Background: an optimization exercise with open tools, aiming at small area. Do not read the settings as production practice. At most, simulation tests tie the RTL to the original design; equivalence was not proved. The RTL of run 6 was laid out without a check of its function. Power is estimated from default activity; no workload was simulated.

File: flow/flow/run.sh
#!/bin/bash
# The standard layout (standard.sh: the standard flow's synthesis and ORFS flow) with
# changes that only affect sizing and buffering:
#  - every port gets the smallest buffer (buf_1) rather than the default pick;
#  - after floorplan, synthesis buffers are removed and logic cells are set to
#    their smallest drive strength (flow/downsize.tcl); the resizer buffers and
#    upsizes where needed later on;
#  - the clock tree uses larger sink clusters of clkbuf_16 leaf buffers and no
#    dummy loads.
set -euo pipefail
here=$(pwd)
bash standard.sh \
  "BUFFER_PORTS_ARGS=-buffer_cell sky130_fd_sc_hd__buf_1" \
  "POST_FLOORPLAN_TCL=$here/flow/downsize.tcl" \
  "CTS_ARGS=-sink_clustering_enable -repair_clock_nets -sink_clustering_size 30 -sink_clustering_max_diameter 90 -buf_list sky130_fd_sc_hd__clkbuf_16 -dont_use_dummy_load" \
  finish > "$here/standard_sh.log" 2>&1
File: flow/flow/downsize.tcl
# Remove the buffers synthesis inserted; repair_design re-buffers where needed.
remove_buffers
# Run after floorplan (POST_FLOORPLAN_TCL): give every logic cell the smallest
# drive strength of its family. Synthesis sizes cells for loads it can only
# guess; the resizer's repair_design and repair_timing steps that follow in
# placement, CTS and routing upsize or buffer wherever slew, capacitance or
# timing need it.
set n_down 0
foreach inst [get_cells *] {
  set lc [get_lib_cells -of_objects $inst]
  set name [get_name $lc]
  if {![regexp {^(sky130_fd_sc_hd__[a-z0-9]+)_([0-9]+)$} $name -> base size]} { continue }
  set best $name
  set best_area [get_property $lc area]
  foreach cand [get_lib_cells ${base}_*] {
    set cname [get_name $cand]
    if {![regexp "^${base}_\[0-9\]+\$" $cname]} { continue }
    if {[get_property $cand dont_use]} { continue }
    set a [get_property $cand area]
    if {$a < $best_area} { set best $cname; set best_area $a }
  }
  if {$best ne $name} {
    replace_cell $inst $best
    incr n_down
  }
}
puts "downsize.tcl: downsized $n_down cells"
File: flow/standard.sh
#!/bin/bash
# synth_recipe.tcl (not shown) runs the flow's synth.tcl, then flattens the netlist and writes it again
# the make line also repeats each setting of config.mk as NAME=value (left out here)
make -C /OpenROAD-flow-scripts/flow DESIGN_CONFIG=/design/flow/config.mk WORK_HOME=/design/flow/orfs CLKGATE_MAP_FILE= SYNTH_SCRIPT=/design/flow/synth_recipe.tcl "${@:-finish}"
File: flow/config.mk
export PLATFORM = sky130hd
export DESIGN_NAME = top
export DESIGN_NICKNAME = top
export VERILOG_FILES = /design/flow/design.v
export SDC_FILE = /design/flow/constraint.sdc
export NUM_CORES = 4
export LEC_CHECK = 0
export CAP_MARGIN = 5
export CORE_MARGIN = 2
export CORE_UTILIZATION = 70
export SLEW_MARGIN = 5
export SYNTH_HIERARCHICAL = 1
File: flow/constraint.sdc
create_clock -name core_clock -period 8.5 [get_ports {clk}]
set_input_delay 1.7000 -clock core_clock [delete_from_list [all_inputs] [get_ports {clk}]]
set_output_delay 1.7000 -clock core_clock [all_outputs]
set_load 0.01 [all_outputs]
File: flow/design.v
`timescale 1ns / 1ps
module alu (
    input wire [3:0] a,
    input wire [3:0] b,
    input wire [2:0] op,
    output wire [3:0] result,
    output wire zero,
    output wire negative,
    output wire carry,
    output wire overflow
);
    wire sub = op[0];
    wire [3:0] bx = b ^ {4{sub}};
    wire [4:0] c;
    wire [3:0] sum;
    assign c[0] = sub;
    genvar i;
    generate
        for (i = 0; i < 4; i = i + 1) begin : g_add
            assign sum[i] = a[i] ^ bx[i] ^ c[i];
            assign c[i+1] = (a[i] & bx[i]) | (c[i] & (a[i] ^ bx[i]));
        end
    endgenerate
    wire o_arith = ~op[2] & ~op[1];
    wire o_sll = op[2] & ~op[1] & op[0];
    wire o_srl = op[2] & op[1] & ~op[0];
    wire o_slt = op[2] & op[1] & op[0];
    wire sel_n = ~op[2] & op[1];
    wire sel_x = (~op[2] & op[1] & op[0]) | (op[2] & ~op[1] & ~op[0]);
    wire [3:0] x = a ^ b;
    wire [3:0] n = a & b;
    wire [3:0] s;
    assign s[0] = ~b[1] & ~b[0];
    assign s[1] = ~b[1] & b[0];
    assign s[2] = b[1] & ~b[0];
    assign s[3] = b[1] & b[0];
    wire [3:1] l = {3{o_sll}} & s[3:1];
    wire [3:1] r = {3{o_srl}} & s[3:1];
    wire z = (o_sll | o_srl) & s[0];
    wire arith_carry = c[4] ^ sub;
    wire [2:0] r0_n;
    imem_read3 u_r0_0 (.sel0(o_arith), .bit0(sum[0]), .sel1(sel_n), .bit1(n[0]),
                          .sel2(sel_x), .bit2(x[0]), .out_n(r0_n[0]));
    imem_read3 u_r0_1 (.sel0(z), .bit0(a[0]), .sel1(r[1]), .bit1(a[1]),
                          .sel2(r[2]), .bit2(a[2]), .out_n(r0_n[1]));
    assign r0_n[2] = ~((r[3] & a[3]) | (o_slt & ~c[4]));
    assign result[0] = ~&r0_n;
    wire [2:0] r1_n;
    imem_read3 u_r1_0 (.sel0(o_arith), .bit0(sum[1]), .sel1(sel_n), .bit1(n[1]),
                          .sel2(sel_x), .bit2(x[1]), .out_n(r1_n[0]));
    imem_read3 u_r1_1 (.sel0(z), .bit0(a[1]), .sel1(l[1]), .bit1(a[0]),
                          .sel2(r[1]), .bit2(a[2]), .out_n(r1_n[1]));
    assign r1_n[2] = ~((r[2] & a[3]));
    assign result[1] = ~&r1_n;
    wire [2:0] r2_n;
    imem_read3 u_r2_0 (.sel0(o_arith), .bit0(sum[2]), .sel1(sel_n), .bit1(n[2]),
                          .sel2(sel_x), .bit2(x[2]), .out_n(r2_n[0]));
    imem_read3 u_r2_1 (.sel0(z), .bit0(a[2]), .sel1(l[1]), .bit1(a[1]),
                          .sel2(l[2]), .bit2(a[0]), .out_n(r2_n[1]));
    assign r2_n[2] = ~((r[1] & a[3]));
    assign result[2] = ~&r2_n;
    wire [2:0] r3_n;
    imem_read3 u_r3_0 (.sel0(o_arith), .bit0(sum[3]), .sel1(sel_n), .bit1(n[3]),
                          .sel2(sel_x), .bit2(x[3]), .out_n(r3_n[0]));
    imem_read3 u_r3_1 (.sel0(z), .bit0(a[3]), .sel1(l[1]), .bit1(a[2]),
                          .sel2(l[2]), .bit2(a[1]), .out_n(r3_n[1]));
    assign r3_n[2] = ~((l[3] & a[0]));
    assign result[3] = ~&r3_n;
    wire [2:0] cy_n;
    imem_read3 u_cy_0 (.sel0(o_arith), .bit0(arith_carry), .sel1(l[1]), .bit1(a[3]),
                          .sel2(l[2]), .bit2(a[2]), .out_n(cy_n[0]));
    imem_read3 u_cy_1 (.sel0(l[3]), .bit0(a[1]), .sel1(r[1]), .bit1(a[0]),
                          .sel2(r[2]), .bit2(a[1]), .out_n(cy_n[1]));
    assign cy_n[2] = ~((r[3] & a[2]));
    assign carry = ~&cy_n;
    assign overflow = o_arith & (c[3] ^ c[4]);
    assign zero = ~|result;
    assign negative = result[3];
endmodule
`timescale 1ns / 1ps
module control_unit (
    input wire [15:0] instruction,
    output wire [2:0] alu_op,
    output wire [1:0] dest_addr,
    output wire [1:0] src_a_addr,
    output wire [1:0] src_b_addr,
    output wire use_immediate,
    output wire [3:0] immediate
);
    assign alu_op = instruction[15:13];
    assign dest_addr = instruction[12:11];
    assign src_a_addr = instruction[10:9];
    assign src_b_addr = instruction[8:7];
    assign use_immediate = instruction[6];
    assign immediate = instruction[3:0];
endmodule
`timescale 1ns / 1ps
module instruction_memory (
    input wire clk,
    input wire reset,
    input wire write_enable,
    input wire [3:0] write_addr,
    input wire [15:0] write_data,
    input wire [3:0] read_addr,
    output wire [15:0] instruction
);
    reg [255:0] words;
    reg [15:0] valid;
    wire [255:0] next_words;
    wire [15:0] we;
    wire [15:0] hold;
    wire [15:0] sel;
    genvar w, b;
    generate
        for (w = 0; w < 16; w = w + 1) begin : g_word
            assign we[w] = write_enable & (write_addr == w);
            assign hold[w] = ~we[w];
            assign sel[w] = valid[w] & (read_addr == w);
            for (b = 0; b < 16; b = b + 1) begin : g_bit
                imem_bit_next u_next (
                    .load(we[w]),
                    .hold(hold[w]),
                    .new_bit(write_data[b]),
                    .old_bit(words[16*w + b]),
                    .next_bit(next_words[16*w + b])
                );
            end
            always @(posedge clk or posedge reset) begin
                if (reset)
                    valid[w] <= 1'b0;
                else if (we[w])
                    valid[w] <= 1'b1;
            end
        end
    endgenerate
    always @(posedge clk) begin
        words <= next_words;
    end
    generate
        for (b = 0; b < 16; b = b + 1) begin : g_read
            wire [5:0] part_n;
            for (w = 0; w < 5; w = w + 1) begin : g_grp
                imem_read3 u_read (
                    .sel0(sel[3*w]),     .bit0(words[16*(3*w) + b]),
                    .sel1(sel[3*w + 1]), .bit1(words[16*(3*w + 1) + b]),
                    .sel2(sel[3*w + 2]), .bit2(words[16*(3*w + 2) + b]),
                    .out_n(part_n[w])
                );
            end
            assign part_n[5] = ~(sel[15] & words[16*15 + b]);
            assign instruction[b] = ~&part_n;
        end
    endgenerate
endmodule
module imem_bit_next (
    input wire load,
    input wire hold,
    input wire new_bit,
    input wire old_bit,
    output wire next_bit
);
    assign next_bit = (load & new_bit) | (hold & old_bit);
endmodule
module imem_read3 (
    input wire sel0,
    input wire bit0,
    input wire sel1,
    input wire bit1,
    input wire sel2,
    input wire bit2,
    output wire out_n
);
    assign out_n = ~((sel0 & bit0) | (sel1 & bit1) | (sel2 & bit2));
endmodule
`timescale 1ns / 1ps
module register_file (
    input wire clk,
    input wire reset,
    input wire write_enable,
    input wire [1:0] write_addr,
    input wire [3:0] write_data,
    input wire [1:0] read_addr_a,
    input wire [1:0] read_addr_b,
    output wire [3:0] reg_a,
    output wire [3:0] reg_b
);
    reg [15:0] registers;
    wire [15:0] next_registers;
    genvar r, b;
    generate
        for (r = 0; r < 4; r = r + 1) begin : g_reg
            wire load = write_enable & (write_addr == r);
            for (b = 0; b < 4; b = b + 1) begin : g_bit
                imem_bit_next u_next (
                    .load(load),
                    .hold(~load),
                    .new_bit(write_data[b]),
                    .old_bit(registers[4*r + b]),
                    .next_bit(next_registers[4*r + b])
                );
            end
        end
    endgenerate
    always @(posedge clk or posedge reset) begin
        if (reset)
            registers <= 16'b0;
        else
            registers <= next_registers;
    end
    assign reg_a = registers[4*read_addr_a +: 4];
    assign reg_b = registers[4*read_addr_b +: 4];
endmodule
`timescale 1ns / 1ps
module top (
    input wire clk,
    input wire reset,
    input wire run_enable,
    input wire reg_write_enable,
    input wire [1:0] reg_write_addr,
    input wire [3:0] reg_write_data,
    input wire instr_write_enable,
    input wire [3:0] instr_write_addr,
    input wire [15:0] instr_write_data,
    output reg [3:0] pc,
    output wire [15:0] instruction,
    output wire [3:0] result,
    output wire zero,
    output wire negative,
    output wire carry,
    output wire overflow
);
    wire [1:0] dest_addr, src_a_addr, src_b_addr;
    wire [2:0] alu_op;
    wire use_immediate;
    wire [3:0] immediate;
    wire [3:0] a, b, alu_b;
    wire cpu_step;
    wire rf_write_enable;
    wire [1:0] rf_write_addr;
    wire [3:0] rf_write_data;
    instruction_memory imem (
        .clk(clk),
        .reset(reset),
        .write_enable(instr_write_enable),
        .write_addr(instr_write_addr),
        .write_data(instr_write_data),
        .read_addr(pc),
        .instruction(instruction)
    );
    control_unit cu (
        .instruction(instruction),
        .alu_op(alu_op),
        .dest_addr(dest_addr),
        .src_a_addr(src_a_addr),
        .src_b_addr(src_b_addr),
        .use_immediate(use_immediate),
        .immediate(immediate)
    );
    assign cpu_step = run_enable & ~reg_write_enable & ~instr_write_enable;
    assign rf_write_enable = reg_write_enable | cpu_step;
    assign rf_write_addr = reg_write_enable ? reg_write_addr : dest_addr;
    assign rf_write_data = reg_write_enable ? reg_write_data : result;
    register_file rf (
        .clk(clk),
        .reset(reset),
        .write_enable(rf_write_enable),
        .write_addr(rf_write_addr),
        .write_data(rf_write_data),
        .read_addr_a(src_a_addr),
        .read_addr_b(src_b_addr),
        .reg_a(a),
        .reg_b(b)
    );
    assign alu_b = use_immediate ? immediate : b;
    alu alu_inst (
        .a(a),
        .b(alu_b),
        .op(alu_op),
        .result(result),
        .zero(zero),
        .negative(negative),
        .carry(carry),
        .overflow(overflow)
    );
    always @(posedge clk or posedge reset) begin
        if (reset) begin
            pc <= 4'b0000;
        end else begin
            pc <= pc + {3'b000, cpu_step};
        end
    end
endmodule
==> qor.csv, run 1 <==
stage;metric;value;unit
clock_tree;cts_tree;built;
timing;finalCriticalPeriod;8.09;ns
timing;fmax;124;MHz
run_status;status;no timing/DRC/antenna violations;
clock_tree;cts-buffers-inserted;13;
power;p_per_area;397;nW/um^2
grt;grt_overflow;0;
worst_setup_path;cp_num_buf_inv;2;
worst_setup_path;rrSetupSlack;2.32;ns
worst_setup_path;crit_arrival;6.39;ns
clock_tree;h-tree-depth;1;
timing;finalClockSkew;0.0244;ns
placed_design;io_buffer_count;58;
worst_setup_path;endpoint;zero;
synthesis;yosysUniqueCellTypes;46;
route;avgViaCountPerCell;7.72;
grt;grt_pass1_vias;8027;
worst_setup_path;cp_cell_sequence;and2b_1 -> and3_1 -> a222oi_1 -> nand3_1 -> a211o_1 -> mux4_2 -> mux2_1 -> xnor2_1 -> fa_1 -> fa_1 -> inv_1 -> fa_1 -> a222oi_1 -> o211ai_1 -> nor4_1 -> buf_1;
floorplanning;dieArea;16800;um^2
grt;track_usage;37.2;%
power;peakVddDrop;0.827;mV
floorplanning;die_h;130;um
power;p_leak;0.00516;uW
clock_tree;clk_latency;0.48;ns
clock_tree;cts_sinks;292;
floorplanning;coreArea;15300;um^2
route;wl_per_cell;27.6;um
worst_hold_path;min_path_cells;1;
worst_setup_path;r2r-end;rf.registers[11]$_DFF_PP0_;
worst_setup_path;cp-startpoint;pc[1]$_DFF_PP0_;
floorplanning;die_width;130;um
layout;area_growth;5.55;%
route;drt_pass1_iterations;7;
route;drtIter0Drc;1569;
route;vias;8911;
floorplanning;ios;59;
synthesis;synth_edf_count;0;
worst_setup_path;required;6.80;ns
worst_setup_path;path_delay_family;compound AO/OA/AOI/OAI gates;
timing;finalHoldViolations;0;
synthesis;syn_inst;889;
placed_design;gp_congestion;0.995;
timing;hold_slack;0.474;ns
route;drc;0;
clock_tree;clockBufferDepth;3;
worst_setup_path;timing.rr.start;pc[1]$_DFF_PP0_;
worst_setup_path;cp_num_cells;16;
timing;fin_crit_sh;95.2;%
timing;rsz0062_at_grt;no;
worst_setup_path;r2r_cells;16;
synthesis;ys_async_sr_fraction;12.3;%
synthesis;syn_area;11100;um^2
synthesis;ys_seq_area_share;54.5;%
worst_setup_path;slowest_delay;0.53;ns
route;finalWirelength;31800;um
synthesis;synth_area_per_cell;12.4;um^2
worst_hold_path;min_from;imem.valid[11]$_DFFE_PP0P_;
worst_setup_path;critical_path_class;reg2out;
placed_design;dpl.hpwl;20800;um
worst_setup_path;end_kind;output port;
timing;tightest_slew;1.23;ns
clock_tree;cts_setup_buffers;0;
route;postRouteAntennaNets;0;
grt;grt_start_max_net_pins;31;
layout;n_antenna_cell;0;
clock_tree;clockRootBuffer;clkbuf_16;
layout;finalCoreUtilization;76.2;%
run;max_cap_violations;0;
synthesis;yosys_warnings;9;
floorplanning;initial_core_util;72.2;%
synthesis;synth_nets;929;
clock_tree;clkTransAtPathRegs;0.11;ns
grt;grt_pass1_wl;47700;um
worst_setup_path;crit_top_cell;fa_1;
layout;drive_gt1_share;3.39;%
worst_hold_path;worst_hold_path_type;reg2reg;
grt;antenna_found_initial;0;
worst_setup_path;start_kind;flop;
synthesis;ys.flop_type;dfxtp_1;
timing;fin_tns_setup;0;ns
synthesis;ys_ff_latch;292;
clock_tree;ctsHoldBuffers;0;
worst_setup_path;cpMaxStageDelayCell;dfrtp_1;
timing;finalSetupViolations;0;
timing;maxSlewViolCount;0;
layout;nNetsFinal;985;
timing;max-slew-margin-rel;18.3;%
clock_tree;cts_resized;0;
floorplanning;rows;45;
worst_setup_path;crit_path_max_fanout;16;
registers in the layout (all words and copies together), names as in the netlist:
name,flops
rf.registers,16
imem.valid,16
imem.words,256
pc,4
layer usage:
layer / part of all wire (%) / vias to the layer above / wire length (um) / track usage [%]
met5: 0 / - / 0 / 0
met4: 3.4 / 0 / 1100 / 11.6
met3: 15 / 66 / 4710 / 9.91
met2: 41 / 667 / 13200 / 51.1
met1: 40 / 4363 / 12800 / 57.2
li1: - / 3815 / - / -
modules after synthesis, one instance, submodules excluded:
module / times used / flops+latches
control_unit: 1 / 0
register_file: 1 / 16
imem_read3: 90 / 0
imem_bit_next: 272 / 0
instruction_memory: 1 / 272
top: 1 / 4
alu: 1 / 0
cell usage in the layout (no fill, tap or decap), types with 2 or more instances in the layout:
master,instances
nor2_1,14
buf_4,5
o211ai_1,3
nand3b_1,5
dfrtp_1,36
nand3_1,22
nand2b_1,20
and3_1,15
nand2_1,28
nand4b_1,2
and3b_1,3
and4_1,2
nor3b_1,2
xor2_1,4
nor2b_1,6
ha_1,6
a222oi_1,90
dfxtp_1,256
a211o_1,15
or2_2,3
a22o_1,273
mux4_2,8
inv_1,24
xnor2_1,3
clkbuf_16,13
mux2_1,10
fa_1,3
buf_1,58
through the flow:
step           power, uW  area (um^2)  instances  worst slack [ns]
5_1_grt             4860        11700       1154             0.103
6_report            4630        11700       1154             0.408
3_5_place_dp        3900        11300       1141              1.12
4_1_cts             4570        11700       1154             0.585
2_1_floorplan       3440        11100        889             0.923
3_3_place_gp        3800        11300       1141              1.38
area by class of cell:
class	count	area (um^2)
inverter	24	90.1
multi-input combinational	551	4700
fill	1041	3650
sequential	292	6030
timing repair buffer	63	255
tap	211	264
clock buffer	13	325
report_power, final:
part	total (uW)	leakage, uW	internal, uW	switching (uW)
combinational	2050	0.00245	845	1210
clock	671	0.000160	278	394
sequential	1910	0.00255	1690	216
cells in the mapped netlist, drive strengths merged (14+ instances only):
cell | count | area share (%)
dfxtp | 256 | 46
and3 | 15 | 0.85
a211o | 15 | 1.2
a222oi | 90 | 8.2
buf | 20 | 1.4
inv | 24 | 0.82
nand3 | 22 | 1.0
nor2 | 14 | 0.48
a22o | 273 | 22
nand2 | 28 | 0.95
dfrtp | 36 | 8.2
nand2b | 20 | 1.1
worst min path at each step:
stage,to
after floorplan,imem.valid[0]$_DFFE_PP0P_
after global placement,imem.valid[0]$_DFFE_PP0P_
after detailed placement,imem.valid[10]$_DFFE_PP0P_
after CTS,imem.valid[10]$_DFFE_PP0P_
after global routing,imem.valid[11]$_DFFE_PP0P_
final,imem.valid[11]$_DFFE_PP0P_
cells by family (layout without fill, tap and decap cells):
family	Yosys count	after routing	synth area share (%)
simple gates	130	130	6.57
xor+xnor	7	7	0.555
mux	19	19	3.22
flops	292	292	54.5
buf+inv	46	100	2.30
compound gates	386	386	31.6
fa+ha+maj	9	9	1.22
==> run 2: changes to the inputs <==
--- a/flow/flow/run.sh
+++ b/flow/flow/run.sh
@@ -12,5 +12,5 @@
 bash standard.sh \
   "BUFFER_PORTS_ARGS=-buffer_cell sky130_fd_sc_hd__buf_1" \
   "POST_FLOORPLAN_TCL=$here/flow/downsize.tcl" \
-  "CTS_ARGS=-sink_clustering_enable -repair_clock_nets -sink_clustering_size 30 -sink_clustering_max_diameter 90 -buf_list sky130_fd_sc_hd__clkbuf_16 -dont_use_dummy_load" \
+  "CTS_ARGS=-sink_clustering_enable -repair_clock_nets -sink_clustering_size 30 -sink_clustering_max_diameter 90 -buf_list sky130_fd_sc_hd__clkbuf_16 -root_buf sky130_fd_sc_hd__clkbuf_4 -tree_buf sky130_fd_sc_hd__clkbuf_4 -dont_use_dummy_load" \
   finish > "$here/standard_sh.log" 2>&1
==> run 2 against run 1 <==
Against the previous run:
- sequential cell count unchanged
- wire length shrank 0.68%
- hold slack improved by 0.0031 ns
- register-to-register slack gained 0.12 ns
- combinational power barely moved
- largest power group unchanged
- critical path depth stayed put
- synthesized cell count stayed put
- area after synthesis unchanged
- fmax down 0.32%
- first-iteration DRC count up 12%
- core utilization down 0.29 points
==> qor.csv, run 2 <==
stage;metric;value;unit
run_status;status;no timing/DRC/antenna violations;
worst_hold_path;worst_hold_path_type;reg2reg;
timing;fin_crit_sh;95.5;%
timing;finalSetupViolations;0;
power;p_per_area;393;nW/um^2
clock_tree;clkTransAtPathRegs;0.11;ns
timing;hold_slack;0.477;ns
timing;max-slew-margin-rel;17.8;%
synthesis;synth_edf_count;0;
route;postRouteAntennaNets;0;
grt;grt_overflow;0;
synthesis;syn_area;11100;um^2
synthesis;syn_inst;889;
synthesis;synth_top_family_by_area;compound AO/OA/AOI/OAI gates;
grt;antenna_found_initial;1;
grt;grt_start_max_net_pins;31;
timing;rsz0062_at_grt;no;
synthesis;synth_area_per_cell;12.4;um^2
power;p_leak;0.00514;uW
layout;top_regs;imem.words x256, imem.valid x16, rf.registers x16;
synthesis;synth-xor-area-share;0.555;%
worst_setup_path;crit_arrival;6.42;ns
route;route.met3.wl;4430;um
floorplanning;initial_core_util;72.2;%
layout;regMostFlops;imem.words;
floorplanning;die_h;130;um
route;met1_length;13200;um
timing;finalHoldViolations;0;
synthesis;yosysUniqueCellTypes;46;
synthesis;synthMuxAreaShare;3.22;%
timing;fmax;123;MHz
clock_tree;h-tree-depth;1;
worst_setup_path;start_kind;flop;
timing;maxSlewViolCount;0;
synthesis;synth_compound_area_share;31.6;%
grt;grt_pass1_vias;7992;
route;drt_pass1_iterations;8;
layout;area_growth;5.15;%
clock_tree;cts_sinks;292;
route;wl_met2;13000;um
synthesis;yosys_warnings;9;
synthesis;ys.flop_type;dfxtp_1;
power;peakVddDrop;0.818;mV
timing;finalCriticalPeriod;8.12;ns
clock_tree;cts_tree;built;
synthesis;ys_seq_area_share;54.5;%
synthesis;synth_nets;929;
timing;fin_tns_setup;0;ns
floorplanning;ios;59;
floorplanning;rows;45;
synthesis;yosys.area_share.simple;6.57;%
placed_design;dp_slack;1.12;ns
worst_setup_path;crit_path_max_fanout;16;
route;vias;8895;
layout;final_common_cell;a22o_1;
timing;tightest_slew;1.23;ns
placed_design;gp_congestion;0.995;
route;finalWirelength;31600;um
run;max_cap_violations;0;
timing;setup_ws;0.382;ns
synthesis;yosysMostFrequentCell;a22o_1;
floorplanning;die_width;130;um
clock_tree;clk_latency;0.62;ns
synthesis;synth_top_area_share;46.4;%
grt;grt_pass1_wl;47500;um
clock_tree;clockBufferDepth;3;
route;top_layer;met4;
worst_setup_path;end_kind;output port;
timing;finalClockSkew;0.0243;ns
worst_setup_path;critical_path_class;reg2out;
worst_setup_path;required;6.80;ns
synthesis;ys_top_cells_by_count;a22o_1, dfxtp_1, a222oi_1;
synthesis;ys_ff_latch;292;
route;drtIter0Drc;1756;
floorplanning;coreArea;15300;um^2
placed_design;dpl.hpwl;20800;um
clock_tree;clockRootBuffer;clkbuf_4;
placed_design;io_buffer_count;58;
layout;nNetsFinal;985;
synthesis;ys_async_sr_fraction;12.3;%
grt;track_usage;37.0;%
route;drc;0;
layout;drive_gt1_share;3.92;%
power;power;4570;uW
floorplanning;dieArea;16800;um^2
route;avgViaCountPerCell;7.70;
synthesis;ys_top_cells_by_area;dfxtp_1, a22o_1, a222oi_1;
clock_tree;cts_setup_buffers;0;
layout;layout_common_cells;a22o_1, dfxtp_1, a222oi_1, buf_1, dfrtp_1;
clock_tree;ctsHoldBuffers;0;
layout;largest_reg_flops;256;
synthesis;synthAdderAreaFrac;1.22;%
clock_tree;cts-buffers-inserted;13;
synthesis;yosysTopAreaCell;dfxtp_1;
route;wl_per_cell;27.3;um
==> run 2: cell types whose count changed in the layout (fill, tap and decap cells not counted), sizes merged <==
| cell | change |
|---|---|
| diode | +1 |
==> run 2: logic make-up (layout without fill, tap and decap cells) <==
kind of cell / count (synthesis) / after routing
muxes: 19 / 19
other: 0 / 1
xor gates and xnor gates: 7 / 7
buffers and inverters: 46 / 100
DFF: 292 / 292
AOI/OAI and AO/OA: 386 / 386
adders and majority gates: 9 / 9
and+or+nand+nor: 130 / 130
==> run 2: per-layer routing <==
layer  vias to the layer above  GRT usage, %
met1                      4350          57.4
met2                       666          51.2
met4                         0          10.2
li1                       3823             -
met3                        56          9.45
met5                         -             0
==> run 2: where the power goes <==
part	leakage, uW	internal, uW	switching, uW
sequential	0.00255	1690	214
combinational	0.00245	845	1200
clock	0.000137	228	390
total	0.00514	2760	1800
==> run 2: metrics by stage <==
step,util [%],cells,cell area [um^2]
CTS,75.8,1154,11600
global route,75.9,1155,11600
finish,75.9,1155,11600
global placement,74.0,1141,11300
detailed placement,74.0,1141,11300
floorplan,-,889,11100
==> run 2: modules after synthesis (local to each module, per instance) <==
module              flops+latches  copies in the design
alu                             0                     1
control_unit                    0                     1
imem_bit_next                   0                   272
imem_read3                      0                    90
instruction_memory            272                     1
register_file                  16                     1
top                             4                     1
==> run 2: path summary, 6_finish.rpt <==
check	from	end	slack, ns	depth (start not counted)
worst min register to register	imem.valid[11]$_DFFE_PP0P_	imem.valid[11]$_DFFE_PP0P_	0.48	1
worst min-delay path	imem.valid[11]$_DFFE_PP0P_	imem.valid[11]$_DFFE_PP0P_	0.48	1
min in group asynchronous	reset	pc[2]$_DFF_PP0_	1.00	2
worst max register to register	pc[1]$_DFF_PP0_	rf.registers[11]$_DFF_PP0_	2.44	16
max in group asynchronous	reset	imem.valid[13]$_DFFE_PP0P_	6.88	2
worst max-delay path	pc[1]$_DFF_PP0_	zero	0.38	16
==> run 2: what timing repair did <==
action                                  4_1_cts  5_1_grt
endpoints found under the hold margin         0        0
endpoints found under the setup margin        0        1
resized for setup                             0        5
==> run 2: layout make-up <==
class                           count  area (um^2)
Inverter                           24         90.1
Clock buffer                       13          273
Sequential cell                   292         6030
Fill cell                        1054         3690
Multi-Input combinational cell    551         4710
Antenna cell                        1         2.50
Timing Repair Buffer               63          255
Tap cell                          211          264
==> run 2: worst max-delay path, cell delays in order (launching register included) <==
cell      delay (ns)
dfrtp_1         0.50
and2_0          0.27
and3_1          0.42
a222oi_1        0.52
nand2_1         0.12
a211o_1         0.41
mux4_2          0.47
mux2_1          0.42
xnor2_1         0.21
fa_1            0.45
fa_1            0.42
inv_1           0.09
fa_1            0.41
a222oi_1        0.36
o211ai_1        0.23
nor4_1          0.31
buf_1           0.18
==> run 3: changes to the inputs <==
--- a/flow/flow/run.sh
+++ b/flow/flow/run.sh
@@ -5,8 +5,9 @@
 #  - after floorplan, synthesis buffers are removed and logic cells are set to
 #    their smallest drive strength (flow/downsize.tcl); the resizer buffers and
 #    upsizes where needed later on;
-#  - the clock tree uses larger sink clusters of clkbuf_16 leaf buffers and no
-#    dummy loads.
+#  - the clock tree uses larger sink clusters of clkbuf_16 leaf buffers, small
+#    clkbuf_4 buffers above the leaves (they drive only a few leaf buffers),
+#    and no dummy loads.
 set -euo pipefail
 here=$(pwd)
 bash standard.sh \
--- a/flow/config.mk
+++ b/flow/config.mk
@@ -7,6 +7,6 @@
 export LEC_CHECK = 0
 export CAP_MARGIN = 5
 export CORE_MARGIN = 2
-export CORE_UTILIZATION = 70
+export CORE_UTILIZATION = 75
 export SLEW_MARGIN = 5
 export SYNTH_HIERARCHICAL = 1
==> run 3 against run 2 <==
Against the previous run:
- still clean on timing, DRC and antenna
- combinational power about the same
- count of clock-buffer cells in the layout did not move
- core utilization rose by 4.1 points
- setup slack better by 0.060 ns
- sequential power hardly changed
- power shrank 0.19%
- die area fell by 6.5%
- fmax rose by 0.75%
- global-route usage is 2.8 points higher
- critical path depth unchanged
- final cell count fell by 2.3%
- synthesized cell count unchanged
- highest routed layer unchanged
==> qor.csv, run 3 <==
stage;metric;value;unit
run_status;status;no timing/DRC/antenna violations;
layout;layout_common_cells;a22o_1, dfxtp_1, a222oi_1, buf_1, dfrtp_1;
clock_tree;cts_setup_buffers;0;
floorplanning;dieArea;15700;um^2
layout;final_common_cell;a22o_1;
synthesis;yosysTopAreaCell;dfxtp_1;
synthesis;ys_top_cells_by_count;a22o_1, dfxtp_1, a222oi_1;
synthesis;syn_inst;889;
run;max_cap_violations;0;
worst_setup_path;cp_num_buf_inv;2;
power;power.switching;1800;uW
route;drc;0;
clock_tree;cts_tree;built;
clock_tree;cts-buffers-inserted;13;
floorplanning;die_width;125;um
layout;regMostFlops;imem.words;
synthesis;synth_nets;929;
clock_tree;clk_latency;0.64;ns
synthesis;yosysMostFrequentCell;a22o_1;
grt;grt_overflow;0;
timing;fmax;124;MHz
synthesis;ys_ff_latch;292;
floorplanning;ios;59;
synthesis;ys_top_cells_by_area;dfxtp_1, a22o_1, a222oi_1;
clock_tree;cts_sinks;292;
floorplanning;die_h;125;um
route;avgViaCountPerCell;8.08;
worst_setup_path;critical_path_class;reg2out;
worst_hold_path;worst_hold_path_type;reg2reg;
route;drt_pass1_iterations;6;
route;finalWirelength;32200;um
layout;drive_gt1_share;3.50;%
worst_setup_path;crit_top_cell;fa_1;
worst_setup_path;start_kind;flop;
route;wl_per_cell;28.6;um
grt;grt_pass1_wl;49600;um
power;seqPwrFrac;42.0;%
placed_design;dpl.hpwl;21200;um
synthesis;ys_seq_area_share;54.5;%
placed_design;io_buffer_count;58;
power;p_leak;0.00514;uW
timing;tightest_slew;1.24;ns
worst_setup_path;end_kind;output port;
synthesis;ys.flop_type;dfxtp_1;
synthesis;yosysUniqueCellTypes;46;
synthesis;syn_area;11100;um^2
route;drtIter0Drc;1851;
timing;finalCriticalPeriod;8.06;ns
power;sw_frac_of_total;39.5;%
synthesis;yosys_warnings;9;
worst_setup_path;cp_cell_sequence;and2_0 -> and3_1 -> a222oi_1 -> nand2_1 -> a211o_1 -> mux4_2 -> mux2_1 -> xnor2_1 -> fa_1 -> fa_1 -> inv_1 -> fa_1 -> a222oi_1 -> o211ai_1 -> nor4_1 -> buf_1;
grt;grt_pass1_vias;8434;
placed_design;dp.cells;1115;
worst_setup_path;crit_arrival;6.36;ns
floorplanning;rows;44;
route;vias;9110;
power;peakVddDrop;0.879;mV
timing;fin_tns_setup;0;ns
clock_tree;clkTransAtPathRegs;0.11;ns
synthesis;synth_top_area_share;46.4;%
timing;finalClockSkew;0.0277;ns
worst_setup_path;rrSetupSlack;2.50;ns
power;p_comb_share;44.4;%
synthesis;synth_area_per_cell;12.4;um^2
clock_tree;clockBufferDepth;3;
power;cell_internal_pwr;2760;uW
layout;n_antenna_cell;0;
synthesis;ys_async_sr_fraction;12.3;%
timing;maxSlewViolCount;0;
floorplanning;initial_core_util;76.3;%
synthesis;synth_edf_count;0;
layout;area_growth;4.83;%
layout;final_cells;1128;
clock_tree;cts_resized;0;
layout;final.fill_count;849;
grt;track_usage;39.8;%
floorplanning;coreArea;14500;um^2
timing;fin_crit_sh;94.8;%
layout;top_regs;imem.words x256, imem.valid x16, rf.registers x16;
worst_setup_path;slowest_delay;0.57;ns
power;p_per_area;393;nW/um^2
route;postRouteAntennaNets;0;
worst_setup_path;crit_path_max_fanout;16;
timing;finalSetupViolations;0;
placed_design;gp_congestion;0.943;
worst_setup_path;cpMaxStageDelayCell;a222oi_1;
layout;nNetsFinal;986;
timing;finalHoldViolations;0;
grt;grt_start_max_net_pins;31;
grt;antenna_found_initial;0;
timing;max-slew-margin-rel;17.1;%
power;pwr-share-clk;13.6;%
layout;largest_reg_flops;256;
clock_tree;h-tree-depth;1;
clock_tree;ctsHoldBuffers;0;
worst_setup_path;path_delay_family;compound AO/OA/AOI/OAI gates;
clock_tree;clockRootBuffer;clkbuf_4;
worst_setup_path;required;6.80;ns
timing;rsz0062_at_grt;no;
[run 3: cell counts after synthesis]
Identical to the previous run, type by type.
[run 3: power by group through the flow]
stage | Sequential, uW | Combinational [uW] | Clock (uW)
after floorplan | 1860 | 1580 | 0
after global placement | 1910 | 1930 | 0
after detailed placement | 1920 | 1970 | 0
after CTS | 1900 | 1980 | 616
after global routing | 1940 | 2180 | 666
final | 1910 | 2020 | 622
[run 3: layout make-up]
class	count	area, um^2	area share [%]
multi-input combinational	551	4700	40.6
tap	184	230	1.99
sequential	292	6030	52.0
inverter	24	90.1	0.778
timing repair buffer	64	263	2.27
clock buffer	13	273	2.35
[run 3: metrics by stage]
stage / worst slack [ns] / util, % / hold slack, ns / power [uW] / area (um^2)
floorplan: 0.923 / - / 0.425 / 3440 / 11100
detailed placement: 1.18 / 78.1 / 0.445 / 3890 / 11300
CTS: 0.484 / 80.0 / 0.472 / 4500 / 11600
finish: 0.442 / 80.0 / 0.473 / 4560 / 11600
global route: 0.126 / 80.0 / 0.481 / 4790 / 11600
global placement: 1.37 / 78.1 / 0.444 / 3840 / 11300
[run 3: path summary, 6_finish.rpt]
path                                       startpoint                    endpoint  cells past startpoint
max                                   pc[1]$_DFF_PP0_                        zero                     16
min                        imem.valid[12]$_DFFE_PP0P_  imem.valid[12]$_DFFE_PP0P_                      1
max reg2reg                           pc[1]$_DFF_PP0_   rf.registers[3]$_DFF_PP0_                     16
min reg2reg                imem.valid[12]$_DFFE_PP0P_  imem.valid[12]$_DFFE_PP0P_                      1
max in group asynchronous                       reset   imem.valid[8]$_DFFE_PP0P_                      2
min in group asynchronous                       reset             pc[3]$_DFF_PP0_                      2
[run 3: Yosys stat by module, one instance, submodules excluded]
module	cells	area, um^2	flops+latches
control_unit	14	105	0
register_file	33	674	16
imem_read3	1	10.0	0
imem_bit_next	1	8.76	0
top	24	314	4
instruction_memory	408	6290	272
alu	48	387	0
[run 3: cell families (layout without fill, tap and decap cells)]
kind of cell,after synthesis,count (layout),synth area share [%]
fa+ha+maj,9,9,1.22
buf+inv,46,101,2.30
simple gates,130,130,6.57
compound gates,386,386,31.6
xor+xnor,7,7,0.555
flops,292,292,54.5
mux,19,19,3.22
[run 3: layer usage]
metal / share of wire [%] / global-route usage [%]
met5: 0 / 0
met2: 42 / 57.8
met3: 16 / 12.1
met1: 38 / 58.8
met4: 3.5 / 10.1
==> run 4: changes to the inputs <==
--- a/flow/config.mk
+++ b/flow/config.mk
@@ -7,6 +7,7 @@
 export LEC_CHECK = 0
 export CAP_MARGIN = 5
 export CORE_MARGIN = 2
-export CORE_UTILIZATION = 75
+export CORE_UTILIZATION = 70
+export PLACE_DENSITY = 0.72
 export SLEW_MARGIN = 5
 export SYNTH_HIERARCHICAL = 1
==> run 4 against run 3 <==
Against the previous run:
- still clean
- combinational power hardly changed
- wire length is 1.9% lower
- area after synthesis did not move
- via count down 2.4%
- largest power group unchanged
- critical path type unchanged
- critical endpoint unchanged
- fmax is 0.74% lower
==> qor.csv, run 4 <==
stage;metric;value;unit
run_status;status;no timing/DRC/antenna violations;
clock_tree;ctsHoldBuffers;0;
timing;fin_crit_sh;95.5;%
synthesis;synth_edf_count;0;
clock_tree;cts_setup_buffers;0;
route;drc;0;
clock_tree;clkTransAtPathRegs;0.11;ns
worst_setup_path;start_kind;flop;
worst_setup_path;critical_path_class;reg2out;
synthesis;yosysMostFrequentCell;a22o_1;
layout;final_common_cell;a22o_1;
synthesis;syn_inst;889;
worst_setup_path;required;6.80;ns
timing;fmax;123;MHz
grt;grt_overflow;0;
clock_tree;clk_latency;0.62;ns
timing;maxSlewViolCount;0;
clock_tree;h-tree-depth;1;
timing;tightest_slew;1.23;ns
synthesis;ys_ff_latch;292;
synthesis;ys_seq_area_share;54.5;%
synthesis;syn_area;11100;um^2
power;p_leak;0.00514;uW
synthesis;ys.flop_type;dfxtp_1;
synthesis;synth_area_per_cell;12.4;um^2
worst_hold_path;worst_hold_path_type;reg2reg;
layout;area_growth;5.15;%
timing;rsz0062_at_grt;no;
route;vias;8895;
timing;finalCriticalPeriod;8.12;ns
worst_setup_path;crit_path_max_fanout;16;
layout;final_cells;1155;
grt;grt_pass1_vias;7992;
layout;nNetsFinal;985;
clock_tree;cts_resized;0;
route;drtIter0Drc;1756;
worst_setup_path;end_kind;output port;
timing;finalHoldViolations;0;
run;max_cap_violations;0;
layout;drive_gt1_share;3.92;%
timing;finalSetupViolations;0;
placed_design;gp_congestion;0.995;
route;drt_pass1_iterations;8;
route;avgViaCountPerCell;7.70;
synthesis;yosysTopAreaCell;dfxtp_1;
floorplanning;coreArea;15300;um^2
clock_tree;cts-buffers-inserted;13;
floorplanning;die_width;130;um
timing;finalClockSkew;0.0243;ns
placed_design;io_buffer_count;58;
timing;max-slew-margin-rel;17.8;%
synthesis;ys_async_sr_fraction;12.3;%
placed_design;dp_slack;1.12;ns
synthesis;ys_top_cells_by_count;a22o_1, dfxtp_1, a222oi_1;
layout;layout_common_cells;a22o_1, dfxtp_1, a222oi_1, buf_1, dfrtp_1;
clock_tree;cts_sinks;292;
synthesis;synth_nets;929;
floorplanning;ios;59;
placed_design;dpl.hpwl;20800;um
floorplanning;dieArea;16800;um^2
layout;largest_reg_flops;256;
route;postRouteAntennaNets;0;
route;wl_per_cell;27.3;um
worst_setup_path;rrSetupSlack;2.44;ns
floorplanning;die_h;130;um
floorplanning;rows;45;
synthesis;synth_top_area_share;46.4;%
worst_setup_path;crit_arrival;6.42;ns
synthesis;yosys_warnings;9;
timing;setup_ws;0.382;ns
grt;grt_start_max_net_pins;31;
grt;track_usage;37.0;%
synthesis;ys_top_cells_by_area;dfxtp_1, a22o_1, a222oi_1;
synthesis;yosysUniqueCellTypes;46;
layout;regMostFlops;imem.words;
power;peakVddDrop;0.818;mV
timing;fin_tns_setup;0;ns
grt;antenna_found_initial;1;
layout;top_regs;imem.words x256, imem.valid x16, rf.registers x16;
route;finalWirelength;31600;um
floorplanning;initial_core_util;72.2;%
placed_design;dp.cells;1141;
clock_tree;cts_tree;built;
power;p_per_area;393;nW/um^2
clock_tree;clockBufferDepth;3;
clock_tree;clockRootBuffer;clkbuf_4;
power;power;4570;uW
grt;grt_pass1_wl;47500;um
timing;hold_slack;0.477;ns
run 4: cell counts after synthesis:
Identical to the previous run, type by type.
run 4: through the flow:
step	instance area, um^2	utilization, %
CTS	11600	75.8
global placement	11300	74.0
global route	11600	75.9
detailed placement	11300	74.0
floorplan	11100	-
finish	11600	75.9
run 4: power by group:
group / switching (uW) / internal, uW / total [uW]
clock: 390 / 228 / 618
combinational: 1200 / 845 / 2040
sequential: 214 / 1690 / 1910
total: 1800 / 2760 / 4570
run 4: area by class of cell:
type | instances | area, um^2
Sequential cell | 292 | 6030
Multi-Input combinational cell | 551 | 4710
Fill cell | 1054 | 3690
Clock buffer | 13 | 273
Tap cell | 211 | 264
Timing Repair Buffer | 63 | 255
Inverter | 24 | 90.1
Antenna cell | 1 | 2.50
run 4: modules after synthesis (local to each module, per instance):
module | copies in the design | flops+latches
instruction_memory | 1 | 272
register_file | 1 | 16
alu | 1 | 0
top | 1 | 4
control_unit | 1 | 0
imem_read3 | 90 | 0
imem_bit_next | 272 | 0
run 4: path summary, 6_finish.rpt:
kind | endpoint | startpoint | cells past startpoint
min reg2reg | imem.valid[11]$_DFFE_PP0P_ | imem.valid[11]$_DFFE_PP0P_ | 1
max in group asynchronous | imem.valid[13]$_DFFE_PP0P_ | reset | 2
max reg2reg | rf.registers[11]$_DFF_PP0_ | pc[1]$_DFF_PP0_ | 16
max | zero | pc[1]$_DFF_PP0_ | 16
min | imem.valid[11]$_DFFE_PP0P_ | imem.valid[11]$_DFFE_PP0P_ | 1
min in group asynchronous | pc[2]$_DFF_PP0_ | reset | 2
run 4: logic make-up after synthesis:
logic type / count (synthesis) / share of synthesized area [%]
multiplexers: 19 / 3.22
AO/OA/AOI/OAI: 386 / 31.6
adder cells (fa/ha/maj): 9 / 1.22
AND/OR/NAND/NOR: 130 / 6.57
XOR/XNOR: 7 / 0.555
buffers and inverters: 46 / 2.30
flip-flops: 292 / 54.5
run 4: routing by layer:
metal / routed length, um / vias to the layer above / GRT usage (%) / share of wire [%]
met5: 0 / - / 0 / 0
met4: 933 / 0 / 10.2 / 3.0
met3: 4430 / 56 / 9.45 / 14
met2: 13000 / 666 / 51.2 / 41
met1: 13200 / 4350 / 57.4 / 42
li1: - / 3823 / - / -
run 4: worst max-delay path, stage by stage, from the launching register on:
cell and delay (ns):
dfrtp_1 0.50, and2_0 0.27, and3_1 0.42, a222oi_1 0.52, nand2_1 0.12, a211o_1 0.41, mux4_2 0.47, mux2_1 0.42
xnor2_1 0.21, fa_1 0.45, fa_1 0.42, inv_1 0.09, fa_1 0.41, a222oi_1 0.36, o211ai_1 0.23, nor4_1 0.31
buf_1 0.18
==> run 5: changes to the inputs <==
--- a/flow/config.mk
+++ b/flow/config.mk
@@ -8,6 +8,5 @@
 export CAP_MARGIN = 5
 export CORE_MARGIN = 2
 export CORE_UTILIZATION = 70
-export PLACE_DENSITY = 0.72
 export SLEW_MARGIN = 5
 export SYNTH_HIERARCHICAL = 1
==> run 5 against run 4 <==
Against the previous run:
- fmax unchanged
- critical path type unchanged
- first-iteration DRC count unchanged
- final cell count unchanged
- still clean
- clock power about the same
- critical path depth stayed put
- count of clock-buffer cells in the layout unchanged
- design area unchanged
- via count stayed put
- critical endpoint unchanged
- global-route usage did not move
- sequential power about the same
- core utilization did not move
==> qor.csv, run 5 <==
stage;metric;value;unit
layout;final_common_cell;a22o_1;
worst_setup_path;crit_path_max_fanout;16;
route;drt_pass1_iterations;8;
power;sw_frac_of_total;39.5;%
clock_tree;clk_latency;0.62;ns
worst_hold_path;min_from;imem.valid[11]$_DFFE_PP0P_;
power;p_per_area;393;nW/um^2
grt;grt_start_max_net_pins;31;
synthesis;yosysMostFrequentCell;a22o_1;
synthesis;synth_nets;929;
worst_setup_path;crit_top_cell;fa_1;
grt;met2_usage;51.2;%
layout;final.fill_count;1054;
worst_hold_path;min_path_cells;1;
worst_setup_path;timing.rr.start;pc[1]$_DFF_PP0_;
worst_setup_path;rrSetupSlack;2.44;ns
power;power.switching;1800;uW
layout;layout_common_cells;a22o_1, dfxtp_1, a222oi_1, buf_1, dfrtp_1;
synthesis;ys_top_cells_by_area;dfxtp_1, a22o_1, a222oi_1;
route;wl_per_cell;27.3;um
synthesis;ys.flop_type;dfxtp_1;
power;p_leak;0.00514;uW
clock_tree;cts_tree;built;
timing;tightest_slew;1.23;ns
placed_design;place_area;11300;um^2
clock_tree;clkTransAtPathRegs;0.11;ns
synthesis;synth_top_area_share;46.4;%
synthesis;ys_async_sr_fraction;12.3;%
worst_setup_path;cp_num_buf_inv;2;
clock_tree;cts_resized;0;
run_status;status;no timing/DRC/antenna violations;
power;cell_internal_pwr;2760;uW
route;drtIter0Drc;1756;
placed_design;gp_congestion;0.995;
synthesis;yosysTopAreaCell;dfxtp_1;
layout;area_growth;5.15;%
layout;drive_gt1_share;3.92;%
synthesis;synth_area_per_cell;12.4;um^2
clock_tree;cts-buffers-inserted;13;
grt;top_usage_layer;met1;
clock_tree;ctsHoldBuffers;0;
worst_setup_path;slowest_delay;0.52;ns
grt;grt_overflow;0;
worst_setup_path;end_kind;output port;
timing;finalCriticalPeriod;8.12;ns
clock_tree;clockRootBuffer;clkbuf_4;
synthesis;syn_area;11100;um^2
worst_setup_path;required;6.80;ns
worst_hold_path;worst_hold_path_type;reg2reg;
route;drc;0;
grt;globalRouteMet3Util;9.45;%
worst_setup_path;start_kind;flop;
floorplanning;dieArea;16800;um^2
timing;finalClockSkew;0.0243;ns
synthesis;ys_top_cells_by_count;a22o_1, dfxtp_1, a222oi_1;
placed_design;dpl.hpwl;20800;um
clock_tree;h-tree-depth;1;
timing;finalSetupViolations;0;
route;finalWirelength;31600;um
floorplanning;ios;59;
grt;grt_pass1_wl;47500;um
timing;rsz0062_at_grt;no;
floorplanning;rows;45;
layout;finish.instance_area;11600;um^2
layout;regMostFlops;imem.words;
synthesis;yosys_warnings;9;
grt;met1_usage;57.4;%
route;postRouteAntennaNets;0;
power;p_comb_share;44.7;%
grt;track_usage;37.0;%
timing;fmax;123;MHz
timing;fin_crit_sh;95.5;%
synthesis;yosysUniqueCellTypes;46;
synthesis;ys_ff_latch;292;
synthesis;syn_inst;889;
placed_design;io_buffer_count;58;
layout;largest_reg_flops;256;
synthesis;synth_edf_count;0;
layout;nNetsFinal;985;
timing;max-slew-margin-rel;17.8;%
worst_setup_path;cpMaxStageDelayCell;a222oi_1;
timing;finalHoldViolations;0;
worst_setup_path;cp_cell_sequence;and2_0 -> and3_1 -> a222oi_1 -> nand2_1 -> a211o_1 -> mux4_2 -> mux2_1 -> xnor2_1 -> fa_1 -> fa_1 -> inv_1 -> fa_1 -> a222oi_1 -> o211ai_1 -> nor4_1 -> buf_1;
timing;fin_tns_setup;0;ns
timing;maxSlewViolCount;0;
run;max_cap_violations;0;
power;peakVddDrop;0.818;mV
clock_tree;cts_setup_buffers;0;
floorplanning;initial_core_util;72.2;%
route;avgViaCountPerCell;7.70;
worst_setup_path;r2r_cells;16;
floorplanning;coreArea;15300;um^2
layout;top_regs;imem.words x256, imem.valid x16, rf.registers x16;
worst_setup_path;path_delay_family;compound AO/OA/AOI/OAI gates;
clock_tree;clockBufferDepth;3;
worst_setup_path;crit_arrival;6.42;ns
power;power;4570;uW
synthesis;ys_seq_area_share;54.5;%
clock_tree;cts_sinks;292;
route;vias;8895;
worst_setup_path;r2r-end;rf.registers[11]$_DFF_PP0_;
grt;antenna_found_initial;1;
floorplanning;die_h;130;um
grt;grt_pass1_vias;7992;
worst_hold_path;min_to;imem.valid[11]$_DFFE_PP0P_;
power;pwr-share-clk;13.5;%
worst_setup_path;critical_path_class;reg2out;
floorplanning;die_width;130;um
power;seqPwrFrac;41.7;%
worst_setup_path;cp-startpoint;pc[1]$_DFF_PP0_;
==> run 5: cell counts after synthesis <==
Identical to the previous run, type by type.
==> run 5: per-stage QoR <==
step,hold slack (ns),setup slack [ns],utilization [%],cells
after detailed placement,0.444,1.12,74.0,1141
after floorplan,0.425,0.923,-,889
final,0.477,0.382,75.9,1155
after global routing,0.488,0.00855,75.9,1155
after CTS,0.473,0.433,75.8,1154
after global placement,0.445,1.38,74.0,1141
==> run 5: power by group through the flow <==
stage | clock network [uW] | logic, uW | registers (uW)
2_1_floorplan | 0 | 1580 | 1860
3_3_place_gp | 0 | 1900 | 1910
3_5_place_dp | 0 | 1980 | 1920
4_1_cts | 620 | 2000 | 1900
5_1_grt | 667 | 2200 | 1940
6_report | 618 | 2040 | 1910
==> run 5: logic make-up (layout without fill, tap and decap cells) <==
group | Yosys count | count (layout) | synth area share, %
compound gates | 386 | 386 | 31.6
flops | 292 | 292 | 54.5
simple gates | 130 | 130 | 6.57
buf+inv | 46 | 100 | 2.30
mux | 19 | 19 | 3.22
fa+ha+maj | 9 | 9 | 1.22
xor+xnor | 7 | 7 | 0.555
other cells | 0 | 1 | 0
==> run 5: layer usage <==
| layer | share of wire [%] | vias to the layer above |
|---|---|---|
| li1 | - | 3823 |
| met3 | 14 | 56 |
| met1 | 42 | 4350 |
| met4 | 3.0 | 0 |
| met5 | 0 | - |
| met2 | 41 | 666 |
==> run 5: worst max-delay path by stage <==
stage          endpoint  depth (start not counted)
6_report           zero                         16
5_1_grt            zero                         16
4_1_cts            zero                         16
3_5_place_dp       zero                         16
3_3_place_gp       zero                         16
2_1_floorplan      zero                         16
==> run 5: final cells by class <==
cell class / instances / area, um^2 / share of cell area, %
inverter: 24 / 90.1 / 0.775
sequential: 292 / 6030 / 51.9
clock buffer: 13 / 273 / 2.35
antenna: 1 / 2.50 / 0.0215
tap: 211 / 264 / 2.27
multi-input combinational: 551 / 4710 / 40.5
timing repair buffer: 63 / 255 / 2.20
==> run 5: per-module statistics from Yosys, one instance, submodules excluded <==
module | flops+latches | area [um^2] | times used | cells inside
imem_read3 | 0 | 10.0 | 90 | 1
register_file | 16 | 674 | 1 | 33
top | 4 | 314 | 1 | 24
control_unit | 0 | 105 | 1 | 14
imem_bit_next | 0 | 8.76 | 272 | 1
instruction_memory | 272 | 6290 | 1 | 408
alu | 0 | 387 | 1 | 48
==> run 6: changes to the inputs <==
--- a/flow/design.v
+++ b/flow/design.v
@@ -180,9 +180,8 @@
     input wire [1:0] write_addr,
     input wire [3:0] write_data,
     input wire [1:0] read_addr_a,
-    input wire [1:0] read_addr_b,
     output wire [3:0] reg_a,
-    output wire [3:0] reg_b
+    output wire [15:0] regs
 );
     reg [15:0] registers;
     wire [15:0] next_registers;
@@ -208,7 +207,7 @@
             registers <= next_registers;
     end
     assign reg_a = registers[4*read_addr_a +: 4];
-    assign reg_b = registers[4*read_addr_b +: 4];
+    assign regs = registers;
 endmodule
 `timescale 1ns / 1ps
 module top (
@@ -233,7 +232,8 @@
     wire [2:0] alu_op;
     wire use_immediate;
     wire [3:0] immediate;
-    wire [3:0] a, b, alu_b;
+    wire [3:0] a, alu_b;
+    wire [15:0] regs;
     wire cpu_step;
     wire rf_write_enable;
     wire [1:0] rf_write_addr;
@@ -267,11 +267,27 @@
         .write_addr(rf_write_addr),
         .write_data(rf_write_data),
         .read_addr_a(src_a_addr),
-        .read_addr_b(src_b_addr),
         .reg_a(a),
-        .reg_b(b)
+        .regs(regs)
     );
-    assign alu_b = use_immediate ? immediate : b;
+    wire [3:0] b_sel;
+    genvar k;
+    generate
+        for (k = 0; k < 4; k = k + 1) begin : g_bsel
+            assign b_sel[k] = ~use_immediate & (src_b_addr == k);
+        end
+        for (k = 0; k < 4; k = k + 1) begin : g_b
+            wire [1:0] part_n;
+            imem_read3 u_b (
+                .sel0(b_sel[0]), .bit0(regs[k]),
+                .sel1(b_sel[1]), .bit1(regs[4 + k]),
+                .sel2(b_sel[2]), .bit2(regs[8 + k]),
+                .out_n(part_n[0])
+            );
+            assign part_n[1] = ~((b_sel[3] & regs[12 + k]) | (use_immediate & immediate[k]));
+            assign alu_b[k] = ~&part_n;
+        end
+    endgenerate
     alu alu_inst (
         .a(a),
         .b(alu_b),
--- a/flow/flow/run.sh
+++ b/flow/flow/run.sh
@@ -5,9 +5,8 @@
 #  - after floorplan, synthesis buffers are removed and logic cells are set to
 #    their smallest drive strength (flow/downsize.tcl); the resizer buffers and
 #    upsizes where needed later on;
-#  - the clock tree uses larger sink clusters of clkbuf_16 leaf buffers, small
-#    clkbuf_4 buffers above the leaves (they drive only a few leaf buffers),
-#    and no dummy loads.
+#  - the clock tree uses larger sink clusters of clkbuf_16 leaf buffers and no
+#    dummy loads.
 set -euo pipefail
 here=$(pwd)
 bash standard.sh \
==> run 6 against run 5 <==
Against the previous run:
- still clean
- sequential power about the same
- sequential share of layout area decreased by 0.067 points
- synthesized cell count increased by 1.3%
- die area decreased by 0.18%
- hold slack improved by 0.0012 ns
- clock skew decreased by 0.0053 ns
- sequential cell count unchanged
- critical path type unchanged
- critical endpoint unchanged
- largest cell class unchanged
==> qor.csv, run 6 <==
stage;metric;value;unit
run;max_cap_violations;0;
layout;layout_common_cells;a22o_1, dfxtp_1, a222oi_1, buf_1, dfrtp_1;
floorplanning;dieArea;16800;um^2
synthesis;yosysTopAreaCell;dfxtp_1;
clock_tree;clkTransAtPathRegs;0.11;ns
floorplanning;ios;59;
timing;finalClockSkew;0.0190;ns
worst_hold_path;min_from;imem.valid[11]$_DFFE_PP0P_;
worst_setup_path;timing.rr.start;pc[1]$_DFF_PP0_;
grt;grt_overflow;0;
synthesis;ys_async_sr_fraction;12.3;%
floorplanning;coreArea;15300;um^2
grt;grt_pass1_wl;49400;um
layout;area_growth;5.48;%
placed_design;dp_slack;1.20;ns
worst_setup_path;crit_arrival;6.46;ns
placed_design;gp_congestion;1.03;
placed_design;dpl.hpwl;21400;um
layout;top_regs;imem.words x256, imem.valid x16, rf.registers x16;
grt;grt_start_max_net_pins;31;
synthesis;ys_seq_area_share;54.6;%
layout;drive_gt1_share;3.56;%
floorplanning;initial_core_util;72.0;%
timing;fmax;123;MHz
route;drtIter0Drc;1580;
grt;track_usage;38.3;%
layout;final_cells;1168;
clock_tree;h-tree-depth;1;
route;drc;0;
synthesis;yosysUniqueCellTypes;45;
route;finalWirelength;32400;um
synthesis;ys_ff_latch;292;
worst_hold_path;min_path_cells;1;
power;p_per_area;397;nW/um^2
clock_tree;cts-buffers-inserted;13;
power;p_leak;0.00513;uW
layout;final_common_cell;a22o_1;
worst_setup_path;r2r-end;rf.registers[15]$_DFF_PP0_;
route;wl_per_cell;27.7;um
floorplanning;die_h;130;um
clock_tree;clockRootBuffer;clkbuf_4;
placed_design;dp.cells;1154;
clock_tree;ctsHoldBuffers;0;
timing;fin_crit_sh;96.0;%
synthesis;ys_top_cells_by_area;dfxtp_1, a22o_1, a222oi_1;
timing;finalSetupViolations;0;
floorplanning;die_width;130;um
route;postRouteAntennaNets;0;
synthesis;yosysMostFrequentCell;a22o_1;
placed_design;io_buffer_count;58;
worst_setup_path;critical_path_class;reg2out;
worst_setup_path;rrSetupSlack;2.42;ns
route;vias;9095;
layout;largest_reg_flops;256;
worst_setup_path;r2r_cells;17;
clock_tree;cts_tree;built;
synthesis;syn_area;11000;um^2
timing;fin_tns_setup;0;ns
power;peakVddDrop;0.899;mV
timing;maxSlewViolCount;0;
grt;grt_pass1_vias;8391;
clock_tree;cts_sinks;292;
route;avgViaCountPerCell;7.79;
layout;regMostFlops;imem.words;
timing;setup_ws;0.343;ns
timing;max-slew-margin-rel;13.3;%
worst_setup_path;crit_path_max_fanout;16;
timing;finalHoldViolations;0;
timing;rsz0062_at_grt;no;
worst_setup_path;start_kind;flop;
synthesis;yosys_warnings;9;
worst_setup_path;required;6.80;ns
timing;finalCriticalPeriod;8.16;ns
synthesis;synth_top_area_share;46.5;%
grt;antenna_found_initial;1;
timing;tightest_slew;1.30;ns
worst_setup_path;end_kind;output port;
synthesis;ys_top_cells_by_count;a22o_1, dfxtp_1, a222oi_1;
run_status;status;no timing/DRC/antenna violations;
route;drt_pass1_iterations;9;
worst_hold_path;min_to;imem.valid[11]$_DFFE_PP0P_;
floorplanning;rows;45;
synthesis;synth_edf_count;0;
clock_tree;clk_latency;0.63;ns
synthesis;ys.flop_type;dfxtp_1;
synthesis;synth_area_per_cell;12.2;um^2
worst_hold_path;worst_hold_path_type;reg2reg;
synthesis;synth_nets;941;
layout;nNetsFinal;998;
clock_tree;clockBufferDepth;3;
synthesis;syn_inst;901;
[run 6: changes by cell type in the layout (fill, tap and decap cells not counted), moves of 4 or more]
| cell | delta |
|---|---|
| nand2_1 | +4 |
| a222oi_1 | +4 |
| mux4_2 | -4 |
| o211ai_1 | +4 |
| nand3_1 | +4 |
| mux2_1 | -4 |
[run 6: how the worst max path moves through the flow]
stage / start / endpoint / slack, ns / cells after the start
CTS: pc[1]$_DFF_PP0_ / zero / 0.41 / 17
finish: pc[1]$_DFF_PP0_ / zero / 0.34 / 17
global placement: pc[1]$_DFF_PP0_ / zero / 1.40 / 17
floorplan: pc[2]$_DFF_PP0_ / zero / 0.97 / 18
detailed placement: pc[1]$_DFF_PP0_ / zero / 1.20 / 17
global route: pc[1]$_DFF_PP0_ / zero / 0.01 / 17
[run 6: what timing repair did]
action	4_1_cts	5_1_grt
resized for setup	0	4
buffers inserted	0	0
endpoints found under the setup margin	0	1
[run 6: final cells by class]
cell class,instances,area [um^2]
Clock buffer,13,273
Antenna cell,1,2.50
Fill cell,1061,3680
Inverter,24,90.1
Multi-Input combinational cell,562,4710
Tap cell,211,264
Sequential cell,292,6030
Timing Repair Buffer,65,270
[run 6: logic make-up after synthesis]
logic type               count (synthesis)  synth area share, %
XOR/XNOR                                 7                0.556
adder cells (fa/ha/maj)                  9                 1.22
flip-flops                             292                 54.6
buffers and inverters                   47                 2.35
multiplexers                            11                 1.86
AO/OA/AOI/OAI                          394                 32.3
AND/OR/NAND/NOR                        141                 7.08
[run 6: per-module statistics from Yosys (local to each module, per instance)]
module              copies in the design  area [um^2]
register_file                          1          569
top                                    1          359
imem_read3                            94         10.0
imem_bit_next                        272         8.76
alu                                    1          387
instruction_memory                     1         6290
control_unit                           1          105
[run 6: metal layers]
metal  vias up  GRT usage (%)  part of all wire (%)
met4         0           10.4                   2.9
met5         -              0                     0
li1       3869              -                     -
met2       654           54.9                    42
met3        54           8.46                    13
met1      4518           58.6                    42
[run 6: stage by stage]
stage | area [um^2] | power (uW) | hold slack [ns] | utilization (%)
after floorplan | 11000 | 3460 | 0.425 | -
after global placement | 11300 | 3830 | 0.446 | 74.1
after detailed placement | 11300 | 3920 | 0.447 | 74.1
after CTS | 11600 | 4530 | 0.476 | 75.9
after global routing | 11600 | 4820 | 0.489 | 76.0
final | 11600 | 4620 | 0.478 | 76.0
[run 6: worst max-delay path, stage by stage, from the launching register on]
cell and delay (ns):
dfrtp_1 0.50, and2_0 0.29, and3_1 0.43, a222oi_1 0.58, nand2_1 0.15, a211o_1 0.42, nor3b_2 0.22, a222oi_1 0.33
o211ai_1 0.31, mux2i_1 0.21, fa_1 0.42, fa_1 0.42, inv_1 0.09, fa_1 0.44, a222oi_1 0.33, o211ai_1 0.21
nor4_1 0.30, buf_1 0.18
[run 6: report_power, final]
| part | internal, uW | switching, uW | leakage (uW) |
|---|---|---|---|
| registers | 1690 | 228 | 0.00255 |
| logic | 838 | 1240 | 0.00244 |
| clock network | 228 | 390 | 0.000137 |
| total | 2760 | 1860 | 0.00513 |

## port drivers added, routing unchanged
No port has a modelled driver above. Below, the same layouts with a new extraction and two added sets of constraints.
Step 1 sets driving cells, clkbuf_16 on the clock port and buf_2 on the other inputs (assumed; they add their load-dependent delay and slew).
Step 2 times the ports against the registers' clock, not the clock port: input delays grow and output delays shrink by t, the midpoint of the rising clock arrivals with the driver on.
Three values: ideal, step 1, step 2; two values: the first two.
| run | t, ns | setup slack, ns | hold slack, ns | worst slew at a driven data input, ns |
|---|---|---|---|---|
| run 1 | 0.517 | 0.408 / 0.362 / 0.879 | 0.474 / 0.474 / 0.474 | 0.03 |
| run 2 | 0.660 | 0.382 / 0.340 / 1.000 | 0.477 / 0.477 / 0.477 | 0.03 |
| run 3 | 0.664 | 0.442 / 0.407 / 1.071 | 0.473 / 0.473 / 0.473 | 0.05 |
| run 4 | 0.660 | 0.382 / 0.340 / 1.000 | 0.477 / 0.477 / 0.477 | 0.03 |
| run 5 | 0.660 | 0.382 / 0.340 / 1.000 | 0.477 / 0.477 / 0.477 | 0.03 |
| run 6 | 0.667 | 0.343 / 0.301 / 0.968 | 0.478 / 0.478 / 0.478 | 0.07 |
After both steps setup and hold are still met in every run listed.
